This is an optimization exercise on Yosys and OpenROAD, whose aim is a short achievable clock period and few clock cycles per item, not a production implementation.
Function was checked by simulation only, so behaviour that the tests miss may differ from the original.
Power is estimated from default activity; no workload was simulated.

**constraint.sdc**
```tcl
create_clock -name core_clock -period 10.0 [get_ports {clk}]
set_input_delay 2.0000 -clock core_clock [delete_from_list [all_inputs] [get_ports {clk}]]
set_output_delay 2.0000 -clock core_clock [all_outputs]
set_load 0.01 [all_outputs]
```
**run.sh**
```bash
#!/bin/bash
# synth_recipe.tcl (not shown) runs the flow's synth.tcl, then flattens the netlist and writes it again
# the make line also repeats each setting of config.mk as NAME=value (left out here)
make -C /OpenROAD-flow-scripts/flow DESIGN_CONFIG=/design/flow/config.mk WORK_HOME=/design/flow/orfs CLKGATE_MAP_FILE= SYNTH_SCRIPT=/design/flow/synth_recipe.tcl finish
```
**design.v**
```verilog
module top(
  input  wire         clk,
  input  wire         rstn,
  output wire [63:0]  pc,
  input  wire [31:0]  instr,
  output wire         this_ebreak,
  output wire         this_valid,
  output wire [63:0]  this_pc,
  output wire [31:0]  this_instr,
  output wire [63:0]  mm_addr,
  output wire [63:0]  mm_wdata,
  output wire [3:0]   mm_wlen,
  output wire         mm_wen,
  output wire         mm_ren,
  input  wire [63:0]  mm_rdata
);
  reg  [63:0] f_pc;
  reg         d_valid;
  reg  [31:0] d_instr;
  reg  [63:0] d_pc;
  reg  [63:0] d_pc4;
  reg         e_valid;
  reg  [31:0] e_instr;
  reg  [63:0] e_pc;
  reg         e_ebreak;
  reg  [63:0] e_a;         
  reg  [63:0] e_b;         
  reg  [63:0] e_sd;        
  reg  [63:0] e_pc4;
  reg  [63:0] e_alt;       
  reg         e_fa_m, e_fa_w;    
  reg         e_fb_m, e_fb_w;    
  reg         e_fs_m, e_fs_w;    
  reg  [4:0]  e_rd;
  reg         e_wen;
  reg         e_load;
  reg         e_store;
  reg         e_branch;
  reg         e_pred;      
  reg         e_jalr;
  reg  [2:0]  e_f3;
  reg         e_s_add, e_s_sub, e_s_slt, e_s_sltu, e_s_xor, e_s_or, e_s_and;
  reg         e_s_sll, e_s_sr, e_s_link;
  reg         e_sra, e_word;
  reg  [63:0] m_res;
  reg  [4:0]  m_rd;
  reg         m_wen;
  reg         m_load;
  reg  [2:0]  m_f3;
  reg         m_ren;
  reg         m_sten;
  reg  [3:0]  m_wlen;
  reg  [63:0] m_sd;
  reg  [63:0] w_res;
  reg  [4:0]  w_rd;
  reg         w_wen;
  reg  [63:0] gpr [1:31];
  wire [6:0] op  = d_instr[6:0];
  wire [2:0] f3  = d_instr[14:12];
  wire       f7b = d_instr[30];
  wire [4:0] rs1 = d_instr[19:15];
  wire [4:0] rs2 = d_instr[24:20];
  wire [4:0] rd  = d_instr[11:7];
  wire op_lui    = op == 7'b0110111;
  wire op_auipc  = op == 7'b0010111;
  wire op_jal    = op == 7'b1101111;
  wire op_jalr   = op == 7'b1100111;
  wire op_branch = op == 7'b1100011;
  wire op_load   = op == 7'b0000011;
  wire op_store  = op == 7'b0100011;
  wire op_imm    = op == 7'b0010011;
  wire op_reg    = op == 7'b0110011;
  wire op_immw   = op == 7'b0011011;
  wire op_regw   = op == 7'b0111011;
  wire op_ebreak = d_instr == 32'h00100073;
  wire use_rs1 = op_jalr | op_branch | op_load | op_store | op_imm | op_reg | op_immw | op_regw;
  wire use_rs2 = op_branch | op_store | op_reg | op_regw;
  wire use_imm = op_lui | op_auipc | op_jalr | op_load | op_store | op_imm | op_immw;
  wire wen     = op_lui | op_auipc | op_jal | op_jalr | op_load | op_imm | op_reg | op_immw | op_regw;
  wire [63:0] imm_i = {{52{d_instr[31]}}, d_instr[31:20]};
  wire [63:0] imm_s = {{52{d_instr[31]}}, d_instr[31:25], d_instr[11:7]};
  wire [63:0] imm_b = {{51{d_instr[31]}}, d_instr[31], d_instr[7], d_instr[30:25], d_instr[11:8], 1'b0};
  wire [63:0] imm_u = {{32{d_instr[31]}}, d_instr[31:12], 12'b0};
  wire [63:0] imm_j = {{43{d_instr[31]}}, d_instr[31], d_instr[19:12], d_instr[20], d_instr[30:21], 1'b0};
  wire [63:0] imm = op_store              ? imm_s :
                    (op_lui | op_auipc)   ? imm_u :
                                            imm_i;
  wire [63:0] bj_imm = op_jal ? imm_j : imm_b;
  wire [63:0] d_tgt  = d_pc + bj_imm;
  wire is_alu  = op_imm | op_reg | op_immw | op_regw;
  wire regop   = op_reg | op_regw;
  wire s_add   = op_lui | op_auipc | op_load | op_store |
                 (is_alu & f3 == 3'd0 & !(regop & f7b));
  wire s_sub   = is_alu & f3 == 3'd0 & regop & f7b;
  wire s_sll   = is_alu & f3 == 3'd1;
  wire s_slt   = is_alu & f3 == 3'd2;
  wire s_sltu  = is_alu & f3 == 3'd3;
  wire s_xor   = is_alu & f3 == 3'd4;
  wire s_sr    = is_alu & f3 == 3'd5;
  wire s_or    = is_alu & f3 == 3'd6;
  wire s_and   = is_alu & f3 == 3'd7;
  wire s_link  = op_jal | op_jalr;
  wire word    = op_immw | op_regw;
  wire [63:0] rf1 = (rs1 == 5'd0) ? 64'd0 : gpr[rs1];
  wire [63:0] rf2 = (rs2 == 5'd0) ? 64'd0 : gpr[rs2];
  wire        wb1 = w_wen & (w_rd == rs1);
  wire        wb2 = w_wen & (w_rd == rs2);
  wire [63:0] rv1 = wb1 ? w_res : rf1;
  wire [63:0] rv2 = wb2 ? w_res : rf2;
  wire fa_m = use_rs1 & e_wen & (e_rd == rs1);
  wire fa_w = use_rs1 & m_wen & (m_rd == rs1) & !fa_m;
  wire fs_m = e_wen & (e_rd == rs2);
  wire fs_w = m_wen & (m_rd == rs2) & !fs_m;
  wire stall = d_valid & e_load & e_wen &
               ((use_rs1 & e_rd == rs1) | (use_rs2 & e_rd == rs2));
  wire [63:0] a  = e_fa_m ? m_res : e_fa_w ? w_res : e_a;
  wire [63:0] b  = e_fb_m ? m_res : e_fb_w ? w_res : e_b;
  wire [63:0] sd = e_fs_m ? m_res : e_fs_w ? w_res : e_sd;
  wire [63:0] sum  = a + b;
  wire [63:0] diff = a - b;
  wire        lt   = $signed(a) < $signed(b);
  wire        ltu  = a < b;
  wire [5:0]  shamt = {e_word ? 1'b0 : b[5], b[4:0]};
  wire [63:0] sl    = a << shamt;
  wire [63:0] sr_in = e_word ? {(e_sra ? {32{a[31]}} : 32'd0), a[31:0]} : a;
  wire        sr_fill = e_sra & (e_word ? a[31] : a[63]);
  wire [127:0] sr_w = {{64{sr_fill}}, sr_in} >> shamt;
  wire [63:0] sr    = sr_w[63:0];
  wire [63:0] r =
      ({64{e_s_add }} & sum) |
      ({64{e_s_sub }} & diff) |
      ({64{e_s_slt }} & {63'd0, lt}) |
      ({64{e_s_sltu}} & {63'd0, ltu}) |
      ({64{e_s_xor }} & (a ^ b)) |
      ({64{e_s_or  }} & (a | b)) |
      ({64{e_s_and }} & (a & b)) |
      ({64{e_s_sll }} & sl) |
      ({64{e_s_sr  }} & sr) |
      ({64{e_s_link}} & e_pc4);
  wire [63:0] ex_res = e_word ? {{32{r[31]}}, r[31:0]} : r;
  wire        beq  = a == sd;
  wire        blt  = $signed(a) < $signed(sd);
  wire        bltu = a < sd;
  reg         taken;
  always @(*) begin
    case (e_f3)
      3'd0: taken = beq;
      3'd1: taken = !beq;
      3'd4: taken = blt;
      3'd5: taken = !blt;
      3'd6: taken = bltu;
      default: taken = !bltu;
    endcase
  end
  wire ex_redir = e_jalr | (e_branch & (taken != e_pred));
  wire [63:0] ex_tgt = e_jalr ? sum : e_alt;
  wire back_br  = op_branch & d_instr[31];
  wire id_redir = d_valid & (op_jal | back_br) & !stall & !ex_redir;
  wire d_go     = d_valid & !stall & !ex_redir;    
  wire [63:0] f_pc4 = f_pc + 64'd4;
  always @(posedge clk) begin
    if (!rstn) begin
      f_pc    <= 64'h80000000;
      d_valid <= 1'b0;
    end else begin
      if (ex_redir)      f_pc <= ex_tgt;
      else if (stall)    f_pc <= f_pc;
      else if (id_redir) f_pc <= d_tgt;
      else               f_pc <= f_pc4;
      if (ex_redir | id_redir) d_valid <= 1'b0;
      else if (!stall)         d_valid <= 1'b1;
    end
  end
  always @(posedge clk) begin
    if (!stall) begin
      d_instr <= instr;
      d_pc    <= f_pc;
      d_pc4   <= f_pc4;
    end
  end
  always @(posedge clk) begin
    if (!rstn) begin
      e_valid  <= 1'b0;
      e_ebreak <= 1'b0;
      e_wen    <= 1'b0;
      e_load   <= 1'b0;
      e_store  <= 1'b0;
      e_branch <= 1'b0;
      e_jalr   <= 1'b0;
    end else begin
      e_valid  <= d_go;
      e_ebreak <= d_go & op_ebreak;
      e_wen    <= d_go & wen & (rd != 5'd0);
      e_load   <= d_go & op_load;
      e_store  <= d_go & op_store;
      e_branch <= d_go & op_branch;
      e_jalr   <= d_go & op_jalr;
    end
  end
  always @(posedge clk) begin
    e_instr  <= d_instr;
    e_pc     <= d_pc;
    e_pc4    <= d_pc4;
    e_a      <= op_auipc ? d_pc : op_lui ? 64'd0 : rv1;
    e_b      <= use_imm ? imm : rv2;
    e_sd     <= rv2;
    e_alt    <= back_br ? d_pc4 : d_tgt;
    e_pred   <= back_br;
    e_fa_m   <= fa_m;
    e_fa_w   <= fa_w;
    e_fb_m   <= fs_m & !use_imm;
    e_fb_w   <= fs_w & !use_imm;
    e_fs_m   <= fs_m;
    e_fs_w   <= fs_w;
    e_rd     <= rd;
    e_f3     <= f3;
    e_s_add  <= s_add;
    e_s_sub  <= s_sub;
    e_s_slt  <= s_slt;
    e_s_sltu <= s_sltu;
    e_s_xor  <= s_xor;
    e_s_or   <= s_or;
    e_s_and  <= s_and;
    e_s_sll  <= s_sll;
    e_s_sr   <= s_sr;
    e_s_link <= s_link;
    e_sra    <= f7b;
    e_word   <= word;
  end
  always @(posedge clk) begin
    if (!rstn) begin
      m_wen  <= 1'b0;
      m_ren  <= 1'b0;
      m_sten <= 1'b0;
      m_load <= 1'b0;
    end else begin
      m_wen  <= e_wen;
      m_ren  <= e_load;
      m_sten <= e_store;
      m_load <= e_load;
    end
  end
  always @(posedge clk) begin
    m_res  <= ex_res;
    m_rd   <= e_rd;
    m_f3   <= e_f3;
    m_sd   <= sd;
    m_wlen <= (e_f3[1:0] == 2'd0) ? 4'd1 :
              (e_f3[1:0] == 2'd1) ? 4'd2 :
              (e_f3[1:0] == 2'd2) ? 4'd4 : 4'd8;
  end
  reg [63:0] ld;
  always @(*) begin
    case (m_f3)
      3'd0: ld = {{56{mm_rdata[7]}},  mm_rdata[7:0]};
      3'd1: ld = {{48{mm_rdata[15]}}, mm_rdata[15:0]};
      3'd2: ld = {{32{mm_rdata[31]}}, mm_rdata[31:0]};
      3'd4: ld = {56'd0, mm_rdata[7:0]};
      3'd5: ld = {48'd0, mm_rdata[15:0]};
      3'd6: ld = {32'd0, mm_rdata[31:0]};
      default: ld = mm_rdata;
    endcase
  end
  always @(posedge clk) begin
    if (!rstn) w_wen <= 1'b0;
    else       w_wen <= m_wen;
    w_res <= m_load ? ld : m_res;
    w_rd  <= m_rd;
  end
  integer i;
  always @(posedge clk) begin
    if (!rstn) begin
      for (i = 1; i < 32; i = i + 1) gpr[i] <= 64'd0;
    end else if (w_wen) begin
      gpr[w_rd] <= w_res;
    end
  end
  assign pc          = f_pc;
  assign this_valid  = e_valid;
  assign this_pc     = e_pc;
  assign this_instr  = e_instr;
  assign this_ebreak = e_ebreak;
  assign mm_addr     = m_res;
  assign mm_wdata    = m_sd;
  assign mm_wlen     = m_wlen;
  assign mm_wen      = m_sten;
  assign mm_ren      = m_ren;
endmodule
```
**config.mk**
```make
export PLATFORM = sky130hd
export DESIGN_NAME = top
export DESIGN_NICKNAME = top
export VERILOG_FILES = /design/flow/design.v
export SDC_FILE = /design/flow/constraint.sdc
export NUM_CORES = 4
export LEC_CHECK = 0
export ABC_AREA = 0
export ABC_CLOCK_PERIOD_IN_PS = 3000
export CAP_MARGIN = 20
export CORE_MARGIN = 2
export CORE_UTILIZATION = 40
export GPL_TIMING_DRIVEN = 1
export SETUP_SLACK_MARGIN = 5
export SLEW_MARGIN = 20
export TNS_END_PERCENT = 100
```
==> metrics.log, run 1 <==
[metrics] Async SR Flop Fraction: 0%
[metrics] largest fanout on the critical path: 8
[metrics] detailed-route DRC error count: 0
[metrics] die outline area: approximately 0.42 mm²
[metrics] TritonCTS buffer count: ~330
[metrics] final net count: about 14000
[metrics] net count after synthesis: approximately 14000
[metrics] Yosys top cell by area: sky130_fd_sc_hd__edfxtp_1
[metrics] routed wire length per instance: ~43 µm
[metrics] Area Growth Syn to Fin: 15.9%
[metrics] Tightest Pin Transition: approximately 1400 ps
[metrics] global-route wire length before repair: 1100 mm
[metrics] status: no timing/DRC/antenna violations
[metrics] mean area per synthesized cell: roughly 12 µm²
[metrics] Placed Instances: about 18000
[metrics] Net Sw Power: about 12 mW
[metrics] Sw Ratio: approximately a third
[metrics] maximum vdd ir drop: between 0.1 and 0.15 mV
[metrics] dominant register cell in the synthesized netlist: sky130_fd_sc_hd__edfxtp_1
[metrics] fin cells: roughly 19000
[metrics] fillers: 36400
[metrics] setup TNS: 0 ps
[metrics] Die X-Extent: approximately 650 µm
[metrics] antenna violations before repair: between 100 and 150
[metrics] clock transition time at the flip-flop clock pins of the worst setup and hold paths: about 70 ps
[metrics] ports placed on the boundary: ~400
[metrics] Required @ worst endpoint: 10840 ps
[metrics] detail-routed via count per cell: approximately 6.6
[metrics] leading post-synthesis cells by cell area: sky130_fd_sc_hd__edfxtp_1, sky130_fd_sc_hd__mux4_2, sky130_fd_sc_hd__dfxtp_1, sky130_fd_sc_hd__and2_1, sky130_fd_sc_hd__mux2i_1
[metrics] kind of path behind the tightest hold check: reg -> reg
[metrics] RSZ-0062 raised after global routing: yes
[metrics] number of global-route vias before repair: roughly 120k
[metrics] leftover overflow at the end of global routing: 0
[metrics] WP buf/inv: 6
[metrics] area fraction of the dominant cell type after synthesis: between 40% and 50%
[metrics] post-synthesis sequential element count: 2933
[metrics] yosys synthesis warning count: 1
[metrics] critical path's most frequent cell: sky130_fd_sc_hd__buf_12
[metrics] critical path data arrival time: just over 6000 ps
[metrics] sum of routed wire length over all layers: just over 800 mm
[metrics] Starting DRT DRC Count: between 20000 and 25000
[metrics] maximum number of pins on one net before global-route repair: ~110
[metrics] critical path's largest stage delay: 600 ps
[metrics] cell with the most instances after synthesis: sky130_fd_sc_hd__edfxtp_1
[metrics] maximum frequency from static timing analysis: 0.189 GHz
[metrics] fraction of layout instances using a drive strength above 1: between 20% and 30%
[metrics] First-pass DRT Iterations: 8
[metrics] row count: ~240
[metrics] antenna-violating nets left: 0
[metrics] clock net sink count: slightly below 3000
[metrics] Total Power: 34.6 mW
[metrics] number of flops mapped to enable cells by yosys: about 2200
[metrics] clock tree from TritonCTS: built
[metrics] Core Area: 0.410 mm²
[metrics] slew margin rel.: 3.86%
[metrics] clock root buffer: sky130_fd_sc_hd__clkbuf_16
[metrics] PwrDens: between 150 and 200 mW/mm²
[metrics] number of failing setup endpoints in the final timing report: 0
[metrics] Post-Synthesis Cell Area: between 0.15 and 0.2 mm²
[metrics] Syn Inst Count: 13300
[metrics] number of failing hold endpoints at the final stage: 0
[metrics] Starting Density: 40.2%
[metrics] source-to-sink clock delay at the later pin of the worst-skew pair: between 1000 and 1500 ps
[metrics] max-slew violation count: 0
[metrics] slowest cell on the critical path: sky130_fd_sc_hd__or4_4
[metrics] worst clock skew on the final layout: around 79 ps
[metrics] sort of element at the start of the critical path: flop
[metrics] number of maximum-capacitance violations: 0
[metrics] maximum clock path buffer count: 4
[metrics] CP endpoint kind: flop
[metrics] vias: between 100k and 150k
[metrics] dominant delay contributor by cell family on the critical path: simple AND/OR/NAND/NOR gates
[metrics] leakage power: 69.2 nW
[metrics] detailed placer's ending HPWL: approximately 560 mm
[metrics] ranking of synthesized cells by instance count: sky130_fd_sc_hd__edfxtp_1, sky130_fd_sc_hd__and2_1, sky130_fd_sc_hd__mux4_2, sky130_fd_sc_hd__clkbuf_1, sky130_fd_sc_hd__nand2_1
[metrics] final design utilization: 46.5%
[metrics] Yosys cell types: 87
[metrics] sequential fraction of the synthesis area: roughly half
[metrics] cells along the critical path: buf_12 > buf_12 > mux2i_4 > o21a_1 > inv_2 > ha_1 > nand4_1 > or4_4 > or4_4 > or3_4 > a211o_4 > and3_4 > mux2i_4 > buf_12 > buf_8 > and2_4 > buf_12 > a221oi_2 > o211ai_1 > o211a_1
[metrics] proportion of power drawn by the clock network: between 30% and 40%
[metrics] critical setup path kind: reg -> reg
[metrics] fraction of power consumed by combinational cells: 24.4%
[metrics] Clock H-tree levels: 5
[metrics] height of the die: around 650 µm
[metrics] Final GP Congestion: between 1 and 1.5
[metrics] Post-CTS Hold Fix Bufs: 0
[metrics] final clock period utilization by the worst path: a little over half
[metrics] port buffer count: 393
[metrics] part of the power in registers: around two fifths
[metrics] clock period minus final worst setup slack: 5280 ps
[metrics] gr usage total: 38.8%
[metrics] Cell Int Power: 23.1 mW
## flip-flops by register name, indices dropped and copies added, names as in the netlist, 5 cells and up, named ones only
| signal | flops |
|---|---|
| d_instr | 32 |
| d_pc | 62 |
| d_pc4 | 64 |
| e_a | 64 |
| e_alt | 64 |
| e_b | 64 |
| e_instr | 26 |
| e_pc | 62 |
| e_pc4 | 64 |
| e_sd | 64 |
| f_pc | 64 |
| gpr | 2048 |
| m_rd | 5 |
| m_res | 64 |
| m_sd | 64 |
| w_rd | 5 |
| w_res | 64 |
## path summary, 6_finish.rpt
path                                start        end  slack, ps  cells past startpoint
worst max-delay path               e_fa_w   f_pc[51]       4720                     20
worst min-delay path            d_pc4[41]  e_pc4[41]        360                      0
worst max register to register     e_fa_w   f_pc[51]       4720                     20
worst min register to register  d_pc4[41]  e_pc4[41]        360                      0
## cell type report
cell class | instances | area, µm² | area share, %
Antenna cell | 86 | 215 | 0.113
Clock inverter | 173 | 1410 | 0.741
Sequential cell | 2933 | 80900 | 42.5
Multi-Input combinational cell | 8776 | 80700 | 42.4
Inverter | 299 | 1140 | 0.597
Timing Repair Buffer | 1049 | 10400 | 5.47
Tap cell | 5451 | 6820 | 3.58
Clock buffer | 421 | 8950 | 4.70
## through the flow
stage               setup slack, ps  hold WS, ps  area [µm²]
global placement               2830          351      175000
finish                         4720          359      191000
floorplan                      3920          346      165000
CTS                            4710          370      189000
detailed placement             2870          354      175000
global route                   4660          378      190000
## power by group through the flow
| stage | Clock, mW | Combinational, mW | Sequential, mW |
|---|---|---|---|
| 2_1_floorplan | 0 | 4.10 | 14.0 |
| 3_3_place_gp | 0 | 7.62 | 14.2 |
| 3_5_place_dp | 0 | 7.55 | 14.2 |
| 4_1_cts | 12.1 | 7.86 | 14.0 |
| 5_1_grt | 12.6 | 8.48 | 14.0 |
| 6_report | 12.2 | 8.46 | 14.0 |
## cells by family (layout without fill, tap and decap cells)
| group | count (synthesis) | after routing | synth area share [%] |
|---|---|---|---|
| simple gates | 4017 | 4017 | 13.0 |
| fa+ha+maj | 323 | 323 | 2.47 |
| xor+xnor | 250 | 250 | 1.33 |
| buf+inv | 1564 | 1942 | 3.67 |
| flops | 2933 | 2933 | 49.1 |
| other cells | 0 | 86 | 0 |
| mux | 1947 | 1947 | 21.7 |
| compound gates | 2239 | 2239 | 8.70 |
## cells in the final DEF (no fill, tap or decap), types with 58 or more instances in the layout
cell type and count:
sky130_fd_sc_hd__clkbuf_1 64, sky130_fd_sc_hd__mux4_2 1281, sky130_fd_sc_hd__inv_1 270, sky130_fd_sc_hd__mux2i_1 486, sky130_fd_sc_hd__and2_1 2022, sky130_fd_sc_hd__xnor2_1 162
sky130_fd_sc_hd__o21a_1 171, sky130_fd_sc_hd__dfxtp_1 683, sky130_fd_sc_hd__nand2b_1 96, sky130_fd_sc_hd__clkdlybuf4s50_1 392, sky130_fd_sc_hd__o21ai_0 445, sky130_fd_sc_hd__a211oi_1 66
sky130_fd_sc_hd__nor2_1 526, sky130_fd_sc_hd__ha_1 275, sky130_fd_sc_hd__nand4_1 81, sky130_fd_sc_hd__nand2_1 854, sky130_fd_sc_hd__a21oi_1 584, sky130_fd_sc_hd__mux2_2 156
sky130_fd_sc_hd__buf_4 525, sky130_fd_sc_hd__a21o_1 94, sky130_fd_sc_hd__xor2_1 71, sky130_fd_sc_hd__buf_12 69, sky130_fd_sc_hd__a221oi_1 114, sky130_fd_sc_hd__clkbuf_16 345
sky130_fd_sc_hd__nand3_1 119, sky130_fd_sc_hd__o211ai_1 118, sky130_fd_sc_hd__edfxtp_1 2206, sky130_fd_sc_hd__o21bai_1 60, sky130_fd_sc_hd__clkinv_2 64, sky130_fd_sc_hd__diode_2 86
sky130_fd_sc_hd__clkinv_1 58, sky130_fd_sc_hd__nor3_1 67
## worst register-to-register path: cells and delay by family (launching register included)
family	cells	cell delay, ps
AOI/OAI and AO/OA	5	1080
adders and majority gates	1	280
buffers and inverters	6	860
DFF	1	350
muxes	2	460
and+or+nand+nor	6	2130
## repair_timing
item	4_1_cts	5_1_grt
setup buffers	106	67
resized for setup	365	254
gates cloned	12	7
pin swaps	60	75
setup endpoints to repair	177	132
## per-layer routing
metal / track usage [%] / vias to the layer above / part of all wire, %
met5: 0.358 / - / 0.048
met4: 28.4 / 56 / 8.9
met3: 11.5 / 2408 / 12
met2: 58.2 / 9743 / 44
met1: 47.6 / 64900 / 35
li1: - / 50000 / -
Testbench counts, summed over its fixed seeds: cycles 68,616, instrs 58,905.
==> inputs of run 2 (changes only) <==
--- a/design.v
+++ b/design.v
@@ -16,8 +16,4 @@
 );
   reg  [63:0] f_pc;
-  reg         d_valid;
-  reg  [31:0] d_instr;
-  reg  [63:0] d_pc;
-  reg  [63:0] d_pc4;
   reg         e_valid;
   reg  [31:0] e_instr;
@@ -56,10 +52,10 @@
   reg         w_wen;
   reg  [63:0] gpr [1:31];
-  wire [6:0] op  = d_instr[6:0];
-  wire [2:0] f3  = d_instr[14:12];
-  wire       f7b = d_instr[30];
-  wire [4:0] rs1 = d_instr[19:15];
-  wire [4:0] rs2 = d_instr[24:20];
-  wire [4:0] rd  = d_instr[11:7];
+  wire [6:0] op  = instr[6:0];
+  wire [2:0] f3  = instr[14:12];
+  wire       f7b = instr[30];
+  wire [4:0] rs1 = instr[19:15];
+  wire [4:0] rs2 = instr[24:20];
+  wire [4:0] rd  = instr[11:7];
   wire op_lui    = op == 7'b0110111;
   wire op_auipc  = op == 7'b0010111;
@@ -73,19 +69,22 @@
   wire op_immw   = op == 7'b0011011;
   wire op_regw   = op == 7'b0111011;
-  wire op_ebreak = d_instr == 32'h00100073;
+  wire op_ebreak = instr == 32'h00100073;
   wire use_rs1 = op_jalr | op_branch | op_load | op_store | op_imm | op_reg | op_immw | op_regw;
   wire use_rs2 = op_branch | op_store | op_reg | op_regw;
   wire use_imm = op_lui | op_auipc | op_jalr | op_load | op_store | op_imm | op_immw;
   wire wen     = op_lui | op_auipc | op_jal | op_jalr | op_load | op_imm | op_reg | op_immw | op_regw;
-  wire [63:0] imm_i = {{52{d_instr[31]}}, d_instr[31:20]};
-  wire [63:0] imm_s = {{52{d_instr[31]}}, d_instr[31:25], d_instr[11:7]};
-  wire [63:0] imm_b = {{51{d_instr[31]}}, d_instr[31], d_instr[7], d_instr[30:25], d_instr[11:8], 1'b0};
-  wire [63:0] imm_u = {{32{d_instr[31]}}, d_instr[31:12], 12'b0};
-  wire [63:0] imm_j = {{43{d_instr[31]}}, d_instr[31], d_instr[19:12], d_instr[20], d_instr[30:21], 1'b0};
+  wire [63:0] imm_i = {{52{instr[31]}}, instr[31:20]};
+  wire [63:0] imm_s = {{52{instr[31]}}, instr[31:25], instr[11:7]};
+  wire [63:0] imm_b = {{51{instr[31]}}, instr[31], instr[7], instr[30:25], instr[11:8], 1'b0};
+  wire [63:0] imm_u = {{32{instr[31]}}, instr[31:12], 12'b0};
+  wire [63:0] imm_j = {{43{instr[31]}}, instr[31], instr[19:12], instr[20], instr[30:21], 1'b0};
   wire [63:0] imm = op_store              ? imm_s :
                     (op_lui | op_auipc)   ? imm_u :
                                             imm_i;
+  wire [63:0] f_pc4  = f_pc + 64'd4;
   wire [63:0] bj_imm = op_jal ? imm_j : imm_b;
-  wire [63:0] d_tgt  = d_pc + bj_imm;
+  wire [63:0] f_tgt  = f_pc + bj_imm;
+  wire        back_br = op_branch & instr[31];
+  wire        f_pred  = op_jal | back_br;
   wire is_alu  = op_imm | op_reg | op_immw | op_regw;
   wire regop   = op_reg | op_regw;
@@ -112,5 +111,5 @@
   wire fs_m = e_wen & (e_rd == rs2);
   wire fs_w = m_wen & (m_rd == rs2) & !fs_m;
-  wire stall = d_valid & e_load & e_wen &
+  wire stall = e_load & e_wen &
                ((use_rs1 & e_rd == rs1) | (use_rs2 & e_rd == rs2));
   wire [63:0] a  = e_fa_m ? m_res : e_fa_w ? w_res : e_a;
@@ -139,7 +138,29 @@
       ({64{e_s_link}} & e_pc4);
   wire [63:0] ex_res = e_word ? {{32{r[31]}}, r[31:0]} : r;
-  wire        beq  = a == sd;
-  wire        blt  = $signed(a) < $signed(sd);
-  wire        bltu = a < sd;
+  wire [63:0] ca0 = e_a,  ca1 = m_res, ca2 = w_res;
+  wire [63:0] cb0 = e_sd, cb1 = m_res, cb2 = w_res;
+  wire [2:0] pa = {e_fa_w, e_fa_m, !(e_fa_m | e_fa_w)};
+  wire [2:0] pb = {e_fs_w, e_fs_m, !(e_fs_m | e_fs_w)};
+  wire eq00 = ca0 == cb0, eq01 = ca0 == cb1, eq02 = ca0 == cb2;
+  wire eq10 = ca1 == cb0, eq12 = ca1 == cb2, eq20 = ca2 == cb0;
+  wire lu00 = ca0 < cb0, lu01 = ca0 < cb1, lu02 = ca0 < cb2;
+  wire lu10 = ca1 < cb0, lu12 = ca1 < cb2;
+  wire lu20 = ca2 < cb0, lu21 = ca2 < cb1;
+  wire ls00 = (ca0[63] ^ cb0[63]) ? ca0[63] : lu00;
+  wire ls01 = (ca0[63] ^ cb1[63]) ? ca0[63] : lu01;
+  wire ls02 = (ca0[63] ^ cb2[63]) ? ca0[63] : lu02;
+  wire ls10 = (ca1[63] ^ cb0[63]) ? ca1[63] : lu10;
+  wire ls12 = (ca1[63] ^ cb2[63]) ? ca1[63] : lu12;
+  wire ls20 = (ca2[63] ^ cb0[63]) ? ca2[63] : lu20;
+  wire ls21 = (ca2[63] ^ cb1[63]) ? ca2[63] : lu21;
+  wire beq  = (pa[0] & pb[0] & eq00) | (pa[0] & pb[1] & eq01) | (pa[0] & pb[2] & eq02) |
+              (pa[1] & pb[0] & eq10) | (pa[1] & pb[1])        | (pa[1] & pb[2] & eq12) |
+              (pa[2] & pb[0] & eq20) | (pa[2] & pb[1] & eq12) | (pa[2] & pb[2]);
+  wire bltu = (pa[0] & pb[0] & lu00) | (pa[0] & pb[1] & lu01) | (pa[0] & pb[2] & lu02) |
+              (pa[1] & pb[0] & lu10) |                          (pa[1] & pb[2] & lu12) |
+              (pa[2] & pb[0] & lu20) | (pa[2] & pb[1] & lu21);
+  wire blt  = (pa[0] & pb[0] & ls00) | (pa[0] & pb[1] & ls01) | (pa[0] & pb[2] & ls02) |
+              (pa[1] & pb[0] & ls10) |                          (pa[1] & pb[2] & ls12) |
+              (pa[2] & pb[0] & ls20) | (pa[2] & pb[1] & ls21);
   reg         taken;
   always @(*) begin
@@ -155,26 +176,13 @@
   wire ex_redir = e_jalr | (e_branch & (taken != e_pred));
   wire [63:0] ex_tgt = e_jalr ? sum : e_alt;
-  wire back_br  = op_branch & d_instr[31];
-  wire id_redir = d_valid & (op_jal | back_br) & !stall & !ex_redir;
-  wire d_go     = d_valid & !stall & !ex_redir;    
-  wire [63:0] f_pc4 = f_pc + 64'd4;
-  always @(posedge clk) begin
-    if (!rstn) begin
-      f_pc    <= 64'h80000000;
-      d_valid <= 1'b0;
+  wire f_go = !stall & !ex_redir;    
+  always @(posedge clk) begin
+    if (!rstn) begin
+      f_pc <= 64'h80000000;
     end else begin
-      if (ex_redir)      f_pc <= ex_tgt;
-      else if (stall)    f_pc <= f_pc;
-      else if (id_redir) f_pc <= d_tgt;
-      else               f_pc <= f_pc4;
-      if (ex_redir | id_redir) d_valid <= 1'b0;
-      else if (!stall)         d_valid <= 1'b1;
-    end
-  end
-  always @(posedge clk) begin
-    if (!stall) begin
-      d_instr <= instr;
-      d_pc    <= f_pc;
-      d_pc4   <= f_pc4;
+      if (ex_redir)    f_pc <= ex_tgt;
+      else if (stall)  f_pc <= f_pc;
+      else if (f_pred) f_pc <= f_tgt;
+      else             f_pc <= f_pc4;
     end
   end
@@ -189,21 +197,21 @@
       e_jalr   <= 1'b0;
     end else begin
-      e_valid  <= d_go;
-      e_ebreak <= d_go & op_ebreak;
-      e_wen    <= d_go & wen & (rd != 5'd0);
-      e_load   <= d_go & op_load;
-      e_store  <= d_go & op_store;
-      e_branch <= d_go & op_branch;
-      e_jalr   <= d_go & op_jalr;
-    end
-  end
-  always @(posedge clk) begin
-    e_instr  <= d_instr;
-    e_pc     <= d_pc;
-    e_pc4    <= d_pc4;
-    e_a      <= op_auipc ? d_pc : op_lui ? 64'd0 : rv1;
+      e_valid  <= f_go;
+      e_ebreak <= f_go & op_ebreak;
+      e_wen    <= f_go & wen & (rd != 5'd0);
+      e_load   <= f_go & op_load;
+      e_store  <= f_go & op_store;
+      e_branch <= f_go & op_branch;
+      e_jalr   <= f_go & op_jalr;
+    end
+  end
+  always @(posedge clk) begin
+    e_instr  <= instr;
+    e_pc     <= f_pc;
+    e_pc4    <= f_pc4;
+    e_a      <= op_auipc ? f_pc : op_lui ? 64'd0 : rv1;
     e_b      <= use_imm ? imm : rv2;
     e_sd     <= rv2;
-    e_alt    <= back_br ? d_pc4 : d_tgt;
+    e_alt    <= back_br ? f_pc4 : f_tgt;
     e_pred   <= back_br;
     e_fa_m   <= fa_m;
==> flow/run.sh (new file) <==
#!/bin/bash
set -euo pipefail
bash standard.sh finish SETUP_SLACK_MARGIN=6.5 > standard_flow.log 2>&1
==> standard.sh (new file) <==
#!/bin/bash
# synth_recipe.tcl (not shown) runs the flow's synth.tcl, then flattens the netlist and writes it again
# the make line also repeats each setting of config.mk as NAME=value (left out here)
make -C /OpenROAD-flow-scripts/flow DESIGN_CONFIG=/design/flow/config.mk WORK_HOME=/design/flow/orfs CLKGATE_MAP_FILE= SYNTH_SCRIPT=/design/flow/synth_recipe.tcl "${@:-finish}"
--- a/config.mk
+++ b/config.mk
@@ -11,6 +11,4 @@
 export CORE_MARGIN = 2
 export CORE_UTILIZATION = 40
-export GPL_TIMING_DRIVEN = 1
 export SETUP_SLACK_MARGIN = 5
 export SLEW_MARGIN = 20
-export TNS_END_PERCENT = 100
removed: run.sh
==> run 2 against run 1 <==
  * First-iteration DRC count is 8.0% higher
  * Largest power group unchanged
  * Critical endpoint is now f_pc[62]
  * Synthesized cell count increased by 6.1%
  * Highest routed layer unchanged
  * Wire length is 1.5% higher
  * Power grew 5.6%
  * Critical path depth fell by 3
  * Register-to-register slack gained 300 ps
  * Still clean
==> metrics.log, run 2 <==
[metrics] status: no timing/DRC/antenna violations (unchanged)
[metrics] met3 wirelength from detailed routing: 118 mm (was 103 mm)
[metrics] slowest cell on the critical path: sky130_fd_sc_hd__ha_1 (was sky130_fd_sc_hd__or4_4)
[metrics] gr usage total: 38.9% (was 38.8%)
[metrics] antenna violations before repair: 86 (was 140)
[metrics] Tightest Pin Transition: 1320 ps (was 1440 ps)
[metrics] Core Area: 0.409 mm² (was 0.410 mm²)
[metrics] slew margin rel.: 11.2% (was 3.86%)
[metrics] fin cells: 20600 (was 19200)
[metrics] Final GP Congestion: 1.11 (was 1.13)
[metrics] leading cell type in the layout, fill and taps excluded: sky130_fd_sc_hd__nor3_1 (was sky130_fd_sc_hd__edfxtp_1)
[metrics] Post-Synthesis Cell Area: 0.164 mm² (was 0.165 mm²)
[metrics] cells along the critical path: buf_12 > buf_4 > buf_8 > buf_16 > mux2i_1 > o21a_1 > ha_1 > nand4_1 > o211ai_1 > nor4_2 > or2_4 > o22a_4 > o21ai_4 > nor3b_4 > or3_4 > nand4_1 > o221ai_1 (was buf_12 > buf_12 > mux2i_4 > o21a_1 > inv_2 > ha_1 > nand4_1 > or4_4 > or4_4 > or3_4 > a211o_4 > and3_4 > mux2i_4 > buf_12 > buf_8 > and2_4 > buf_12 > a221oi_2 > o211ai_1 > o211a_1)
[metrics] routed wire length per instance: 40.8 µm (was 43.2 µm)
[metrics] number of global-route vias before repair: 135000 (was 121000)
[metrics] mux contribution to synthesized area: 21.4% (was 21.7%)
[metrics] fraction of layout instances using a drive strength above 1: 33.4% (was 22.7%)
[metrics] final design instance area without fill: 0.208 mm² (was 0.191 mm²)
[metrics] Async SR Flop Fraction: 0% (unchanged)
[metrics] detail-routed via count per cell: 6.93 (was 6.62)
[metrics] critical path's most frequent cell: sky130_fd_sc_hd__nand4_1 (was sky130_fd_sc_hd__buf_12)
[metrics] worst clock skew on the final layout: 93.5 ps (was 78.7 ps)
[metrics] yosys synthesis warning count: 1 (unchanged)
[metrics] synthesized-area fraction occupied by adder cells: 4.91% (was 2.47%)
[metrics] ports placed on the boundary: 394 (unchanged)
[metrics] parity-gate share of the synthesized area counting xor and xnor cells: 1.30% (was 1.33%)
[metrics] Required @ worst endpoint: 10960 ps (was 10840 ps)
[metrics] mean area per synthesized cell: 11.7 µm² (was 12.4 µm²)
[metrics] RSZ-0062 raised after global routing: yes (unchanged)
[metrics] main combinational cell family by area after synthesis: multiplexers (unchanged)
[metrics] logic depth of the worst path, buffers included: 17 (was 20)
[metrics] compound-gate portion of the synthesized area: 9.49% (was 8.70%)
[metrics] First-pass DRT Iterations: 8 (unchanged)
[metrics] Hold Crit Start: m_rd[3] (was d_pc4[41])
[metrics] maximum vdd ir drop: 0.170 mV (was 0.149 mV)
[metrics] Sw Ratio: 34.9% (was 33.4%)
[metrics] number of flops mapped to enable cells by yosys: 2048 (was 2206)
[metrics] detailed-route DRC error count: 0 (unchanged)
[metrics] WP buf/inv: 4 (was 6)
[metrics] Yosys top cell by area: sky130_fd_sc_hd__edfxtp_1 (unchanged)
[metrics] critical setup path kind: reg -> reg (unchanged)
[metrics] TritonCTS buffer count: 324 (was 329)
[metrics] ranking of synthesized cells by instance count: sky130_fd_sc_hd__nor3_1, sky130_fd_sc_hd__edfxtp_1, sky130_fd_sc_hd__mux4_2, sky130_fd_sc_hd__clkbuf_1, sky130_fd_sc_hd__nand2_1 (was sky130_fd_sc_hd__edfxtp_1, sky130_fd_sc_hd__and2_1, sky130_fd_sc_hd__mux4_2, sky130_fd_sc_hd__clkbuf_1, sky130_fd_sc_hd__nand2_1)
[metrics] part of the power in registers: 36.5% (was 40.4%)
[metrics] sequential fraction of the synthesis area: 46.2% (was 49.1%)
[metrics] clock root buffer: sky130_fd_sc_hd__clkbuf_16 (unchanged)
[metrics] leftover overflow at the end of global routing: 0 (unchanged)
[metrics] Cell Int Power: 23.8 mW (was 23.1 mW)
[metrics] sort of element at the start of the critical path: flop (unchanged)
[metrics] Starting Density: 40.1% (was 40.2%)
[metrics] post-route met1 wirelength: 285 mm (was 291 mm)
[metrics] CP endpoint kind: flop (unchanged)
[metrics] simple-gate portion of the synthesized area: 12.2% (was 13.0%)
[metrics] Starting DRT DRC Count: 23400 (was 21600)
[metrics] number of failing setup endpoints in the final timing report: 0 (unchanged)
[metrics] vias: 143000 (was 127000)
[metrics] sum of routed wire length over all layers: 842 mm (was 829 mm)
[metrics] antenna-violating nets left: 0 (unchanged)
[metrics] Post-Place Cell Area: 0.175 mm² (about the same)
[metrics] PwrDens: 176 mW/mm² (was 182 mW/mm²)
[metrics] net count after synthesis: 14800 (was 13700)
[metrics] critical path's largest stage delay: 490 ps (was 600 ps)
[metrics] port buffer count: 393 (unchanged)
[metrics] max-slew violation count: 0 (unchanged)
[metrics] Total Power: 36.6 mW (was 34.6 mW)
[metrics] count of cells along the worst register-to-register path: 17 (was 20)
[metrics] leakage power: 73.9 nW (was 69.2 nW)
[metrics] critical path data arrival time: 5940 ps (was 6130 ps)
[metrics] die outline area: 0.416 mm² (about the same)
[metrics] leading post-synthesis cells by cell area: sky130_fd_sc_hd__edfxtp_1, sky130_fd_sc_hd__mux4_2, sky130_fd_sc_hd__dfxtp_1, sky130_fd_sc_hd__nor3_1, sky130_fd_sc_hd__ha_1 (was sky130_fd_sc_hd__edfxtp_1, sky130_fd_sc_hd__mux4_2, sky130_fd_sc_hd__dfxtp_1, sky130_fd_sc_hd__and2_1, sky130_fd_sc_hd__mux2i_1)
[metrics] Most flops, register: gpr (unchanged)
[metrics] source-to-sink clock delay at the later pin of the worst-skew pair: 1060 ps (was 1020 ps)
[metrics] start point of the critical path: e_fb_w (was e_fa_w)
[metrics] number of flip-flops in the largest register: 2048 (unchanged)
[metrics] kind of path behind the tightest hold check: reg -> reg (unchanged)
[metrics] Placed Instances: 18900 (was 18300)
[metrics] Syn Inst Count: 14100 (was 13300)
[metrics] Yosys cell types: 113 (was 87)
[metrics] Die X-Extent: 645 µm (about the same)
[metrics] worst hold path stage count: 0 (unchanged)
[metrics] maximum frequency from static timing analysis: 0.201 GHz (was 0.189 GHz)
[metrics] setup TNS: 0 ps (unchanged)
[metrics] maximum clock path buffer count: 4 (unchanged)
[metrics] Clock H-tree levels: 5 (unchanged)
[metrics] clock tree from TritonCTS: built (unchanged)
[metrics] number of failing hold endpoints at the final stage: 0 (unchanged)
[metrics] fraction of power consumed by combinational cells: 30.4% (was 24.4%)
[metrics] post-synthesis sequential element count: 2763 (was 2933)
[metrics] height of the die: 645 µm (about the same)
[metrics] maximum number of pins on one net before global-route repair: 154 (was 113)
[metrics] row count: 235 (unchanged)
[metrics] global-route wire length before repair: 1130 mm (was 1100 mm)
[metrics] cell with the most instances after synthesis: sky130_fd_sc_hd__nor3_1 (was sky130_fd_sc_hd__edfxtp_1)
[metrics] proportion of power drawn by the clock network: 33.1% (was 35.1%)
[metrics] commonest cells after routing, fill and taps aside: sky130_fd_sc_hd__nor3_1, sky130_fd_sc_hd__edfxtp_1, sky130_fd_sc_hd__mux4_2, sky130_fd_sc_hd__nand2_1, sky130_fd_sc_hd__buf_4 (was sky130_fd_sc_hd__edfxtp_1, sky130_fd_sc_hd__and2_1, sky130_fd_sc_hd__mux4_2, sky130_fd_sc_hd__nand2_1, sky130_fd_sc_hd__dfxtp_1)
[metrics] final net count: 15500 (was 13800)
[metrics] clock net sink count: 2763 (was 2933)
[metrics] Net Sw Power: 12.8 mW (was 11.6 mW)
[metrics] source of the worst register-to-register timing path: e_fb_w (was e_fa_w)
[metrics] Area Growth Syn to Fin: 26.7% (was 15.9%)
[metrics] length of routed met2 wiring: 355 mm (was 361 mm)
[metrics] area fraction of the dominant cell type after synthesis: 37.4% (was 40.3%)
[metrics] Top Metal Used: met5 (unchanged)
[metrics] dominant register cell in the synthesized netlist: sky130_fd_sc_hd__edfxtp_1 (unchanged)
[metrics] detailed placer's ending HPWL: 498 mm (was 560 mm)
[metrics] final clock period utilization by the worst path: 49.9% (was 52.8%)
[metrics] clock transition time at the flip-flop clock pins of the worst setup and hold paths: 60 ps (was 70 ps)
[metrics] largest fanout on the critical path: 11 (was 8)
[metrics] number of maximum-capacitance violations: 0 (unchanged)
[metrics] clock period minus final worst setup slack: 4990 ps (was 5280 ps)
[metrics] dominant delay contributor by cell family on the critical path: simple AND/OR/NAND/NOR gates (unchanged)
## run 2: cell count changes in the layout (fill, tap and decap cells not counted), moves of 123 or more
cell                              delta
sky130_fd_sc_hd__buf_12            +134
sky130_fd_sc_hd__nor3_1           +1991
sky130_fd_sc_hd__buf_6             +245
sky130_fd_sc_hd__clkdlybuf4s50_1   -325
sky130_fd_sc_hd__dfxtp_1           -185
sky130_fd_sc_hd__buf_16            +163
sky130_fd_sc_hd__buf_4             +197
sky130_fd_sc_hd__inv_1             +129
sky130_fd_sc_hd__buf_2             +145
sky130_fd_sc_hd__mux2i_1           -169
sky130_fd_sc_hd__and2_1           -1996
sky130_fd_sc_hd__edfxtp_1          -158
sky130_fd_sc_hd__dfxtp_4           +123
sky130_fd_sc_hd__ha_1              +288
## run 2: cells by family after synthesis
logic type / after synthesis
compound gates: 2438
xor+xnor: 243
fa+ha+maj: 643
buf+inv: 1903
flops: 2763
mux: 1886
simple gates: 4207
## run 2: per-layer routing
metal | global-route usage, % | vias up
met3 | 12.9 | 2965
met1 | 47.6 | 71800
met2 | 56.1 | 11800
li1 | - | 56100
met5 | 0 | -
met4 | 31.7 | 34
## run 2: layout make-up
class | count | area, µm²
inverter | 459 | 1930
tap | 5451 | 6820
multi-input combinational | 9438 | 89600
timing repair inverter | 23 | 126
sequential | 2763 | 76400
clock buffer | 428 | 8930
antenna | 118 | 295
fill | 35300 | 201000
clock inverter | 167 | 1550
timing repair buffer | 1754 | 22400
## run 2: power by group through the flow
| stage | registers, mW | logic, mW | clock network [mW] |
|---|---|---|---|
| 3_5_place_dp | 13.6 | 8.35 | 0 |
| 2_1_floorplan | 13.4 | 5.04 | 0 |
| 4_1_cts | 13.3 | 10.2 | 12.1 |
| 6_report | 13.3 | 11.1 | 12.1 |
| 5_1_grt | 13.4 | 11.3 | 12.5 |
| 3_3_place_gp | 13.5 | 8.35 | 0 |
## run 2: path summary, 6_finish.rpt
kind | slack [ps] | to
hold / removal | 400 | w_rd[3]
hold reg to reg | 400 | w_rd[3]
setup / recovery | 5010 | f_pc[62]
setup reg to reg | 5010 | f_pc[62]
## run 2: timing repair
item | 4_1_cts | 5_1_grt
endpoints found under the hold margin | 0 | 0
endpoints found under the setup margin | 3106 | 1090
cloned | 183 | 46
hold buffers | 0 | 0
pin swaps | 311 | 184
setup buffers | 645 | 141
gates resized for setup | 3456 | 452
## run 2: metrics by stage
step                      hold slack [ps]  util [%]  setup WS [ps]
after CTS                             394      49.7           5110
after floorplan                       364         -           4240
final                                 395      50.8           5010
after global placement                385      42.8           2880
after detailed placement              385      42.8           2810
after global routing                  397      50.8           4920
Testbench counts of run 2, summed over its fixed seeds: cycles 62,377, instrs 58,905.

static timing again, ports no longer ideal:
The results above use ideal ports. As a check the final layouts listed here were re-extracted and re-timed, cells and wires unchanged. Step 1: set_driving_cell puts a clkbuf_16 on clk and a buf_2 on each other input, an assumption about the parent block. Step 2 times the ports against the registers' clock, not the clock port: input delays grow and output delays shrink by t, the midpoint of the rising clock arrivals with the driver on. Three values: no drivers, after step 1, after step 2; two values: the first two.
| run | t, ns | setup slack, ns | worst setup path at the end | latest minus earliest clock arrival (ns) | slew at the worst register clock pin (ns) |
|---|---|---|---|---|---|
| run 1 | 1.087 | 4.715 / 4.715 / 3.953 | input to register | 0.079 / 0.080 | 0.07 / 0.07 |
| run 2 | 1.101 | 5.013 / 5.013 / 4.009 | input to register | 0.106 / 0.106 | 0.08 / 0.08 |
After both steps every run listed still meets setup and hold. The setup slack of run 2, which loses most, moves by 0.000 ns with the drivers and by -1.004 ns with both steps.
